From an optimization exercise on the open Yosys and OpenROAD flow, aimed at small area, a short achievable clock period and few clock cycles; shortcuts taken in it are not production practice.

Setup of the previous run:
## MM
module MM(clk,i,j,reset,read,write,index,read_data,write_data,finish);
clock: 9.0 ns
lec_check: 0
cap_margin: 20
core_margin: 2
core_utilization: 40
setup_slack_margin: 5
slew_margin: 20
standard.sh (not shown) runs the stock make flow with config.mk's settings and CLKGATE_MAP_FILE= SYNTH_SCRIPT=/design/flow/synth_recipe.tcl, a recipe that flattens the netlist after the stock synthesis.
==> flow/flow/run.sh <==
#!/bin/bash
# Standard ORFS layout, with repair_timing aiming further below the clock period.
set -euo pipefail
bash standard.sh SETUP_SLACK_MARGIN=6.0 finish > standard_flow.log 2>&1
Changes in the current run relative to the previous run:
diff --git a/flow/design.v b/flow/design.v
--- a/flow/design.v
+++ b/flow/design.v
@@ -4,52 +4,54 @@
 	output [19:0] i, j;
 	output read, write, index, finish;
 	output [39:0] write_data;
 	localparam S_SZ = 3'd0, S_RA = 3'd1, S_RB = 3'd2, S_W = 3'd3,
 	           S_X = 3'd4, S_DR = 3'd5, S_FIN = 3'd6;
 	reg [2:0] st, st_n;
 	reg [2:0] k, k_n;           
 	reg pend, pend_n;           
 	reg [1:0] dcnt, dcnt_n;
 	reg xcnt, xcnt_n;
 	reg lastw, lastw_n;
 	reg [19:0] row, row_n, col, col_n;    
-	reg [19:0] mcr, mcr_n;      
+	reg [19:0] mcm1, mcm1_n;
 	reg [2:0] mbm1, mbm1_n;
 	reg [19:0] ir, ir_n, jr, jr_n;
 	reg rd, rd_n, wr, wr_n, idx, idx_n, fin, fin_n;
 	wire col0 = (col == 20'd0);
 	wire row0 = (row == 20'd0);
 	wire [19:0] rowm1 = row - 20'd1;
+	wire [19:0] colm1 = col - 20'd1;
 	wire [19:0] nrow = col0 ? rowm1 : row;
-	wire [19:0] ncol = (col0 ? mcr : col) - 20'd1;
+	wire [19:0] ncol = col0 ? mcm1 : colm1;
 	wire elast = row0 & col0;
-	wire nlast = col0 ? ((row == 20'd1) & (mcr == 20'd1)) : (row0 & (col == 20'd1));
+	wire nlast = col0 ? ((row == 20'd1) & (mcm1 == 20'd0)) : (row0 & (col == 20'd1));
+	wire [19:0] rd_dec = read_data - 20'd1;
 	wire b1 = (mbm1 == 3'd0);
 	wire b2 = (mbm1 == 3'd1);
 	always @(*) begin
 		st_n = st; k_n = k; pend_n = pend; dcnt_n = dcnt; xcnt_n = xcnt; lastw_n = lastw;
-		row_n = row; col_n = col; mcr_n = mcr; mbm1_n = mbm1;
+		row_n = row; col_n = col; mcm1_n = mcm1; mbm1_n = mbm1;
 		ir_n = row; jr_n = col;    
 		rd_n = 1'b0; wr_n = 1'b0; idx_n = 1'b0; fin_n = 1'b0;
 		case (st)
 		S_SZ: begin
 			rd_n = 1'b1; wr_n = 1'b1;
 			case (ir[1:0])
-			2'd2: begin mcr_n = read_data; col_n = read_data; ir_n = 20'd0; end
-			2'd0: begin col_n = ncol; row_n = read_data; ir_n = 20'd1; end
+			2'd0: begin row_n = rd_dec; ir_n = 20'd1; end
+			2'd1: begin mbm1_n = rd_dec[2:0]; ir_n = 20'd2; end
 			default: begin
-				row_n = rowm1; mbm1_n = read_data[2:0] - 3'd1;
+				mcm1_n = rd_dec; col_n = rd_dec;
 				st_n = S_RA; k_n = 3'd0; pend_n = 1'b0; lastw_n = 1'b0;
-				ir_n = rowm1; jr_n = 20'd0; wr_n = 1'b0;
+				ir_n = row; jr_n = 20'd0; wr_n = 1'b0;
 			end
 			endcase
 		end
 		S_RA: begin
 			st_n = S_RB; ir_n = {17'd0, k}; jr_n = pend ? ncol : col;
 			rd_n = 1'b1; idx_n = 1'b1;
 		end
 		S_RB: begin
 			if (pend && (k == 3'd1 || b1)) begin
 				st_n = S_W; ir_n = row; jr_n = col; wr_n = 1'b1;
 			end else if (k != mbm1) begin
 				st_n = S_RA; k_n = k + 3'd1;
@@ -87,30 +89,30 @@
 		S_DR: begin
 			if (dcnt == 2'd0) begin
 				st_n = S_W; lastw_n = 1'b1; ir_n = row; jr_n = col; wr_n = 1'b1; fin_n = 1'b1;
 			end else dcnt_n = dcnt - 2'd1;
 		end
 		default: begin
 			st_n = S_FIN;
 		end
 		endcase
 	end
 	always @(posedge clk) begin
 		if (reset) begin
-			st <= S_SZ; ir <= 20'd2; rd <= 1'b1; wr <= 1'b1; idx <= 1'b0; fin <= 1'b0;
+			st <= S_SZ; ir <= 20'd0; rd <= 1'b1; wr <= 1'b1; idx <= 1'b0; fin <= 1'b0;
 		end else begin
 			st <= st_n; ir <= ir_n; rd <= rd_n; wr <= wr_n; idx <= idx_n; fin <= fin_n;
 		end
 		k <= k_n; pend <= pend_n; dcnt <= dcnt_n; xcnt <= xcnt_n; lastw <= lastw_n;
-		row <= row_n; col <= col_n; mcr <= mcr_n; mbm1 <= mbm1_n;
+		row <= row_n; col <= col_n; mcm1 <= mcm1_n; mbm1 <= mbm1_n;
 		jr <= jr_n;
 	end
 	assign i = ir;
 	assign j = jr;
 	assign read = rd;
 	assign write = wr;
 	assign index = idx;
 	assign finish = fin;
 	reg [19:0] areg, breg;
 	always @(posedge clk) begin
 		if (st == S_RA) areg <= read_data;
 		if (st == S_RB) breg <= read_data;
The current run: PASS, flow complete, no timing, DRC or antenna violations. Clock tree buffer depth came out exactly the same in the current run and the previous run. Comparing the current run and the previous run, the higher number of signal-net inverters in the final layout is on the previous run. Compared with the previous run, the current run shows required time reported for the critical path endpoint lower by 0.07 ns. The previous run vs the current run, critical path's slowest cell: sky130_fd_sc_hd__or4b_1 vs sky130_fd_sc_hd__nor4_4. The previous run → the current run: total length of routed wires shrank by about 3.7%, CTS buffer count grew by 2.7%.
Function was not checked in any run of this note: the RTL went through the layout flow alone.

==> re-timing with driven ports <==
In the flow no input, the clock included, has a driving cell. The finished layouts below were timed again as built, in two steps.
Step 1: set_driving_cell puts a clkbuf_16 on clk and a buf_2 on each other input, an assumption about the parent block.
Step 2, shift: input delay + t, output delay - t, t = (earliest + latest rising clock arrival at the registers) / 2. This alone moves slack from input paths to output paths.
a / b / c = ideal / step 1 / step 2; a / b = the first two.
| run | t (ns) | setup WS [ns] | worst register clock-pin slew, ns |
|---|---|---|---|
| the previous run | 0.599 | 5.593 / 5.593 / 5.593 | 0.06 / 0.06 |
| the current run | 0.605 | 5.870 / 5.876 / 5.271 | 0.07 / 0.07 |
After both steps every run listed still meets setup and hold. The setup slack of the current run, which loses most, moves by +0.006 ns with the drivers and by -0.599 ns with both steps.
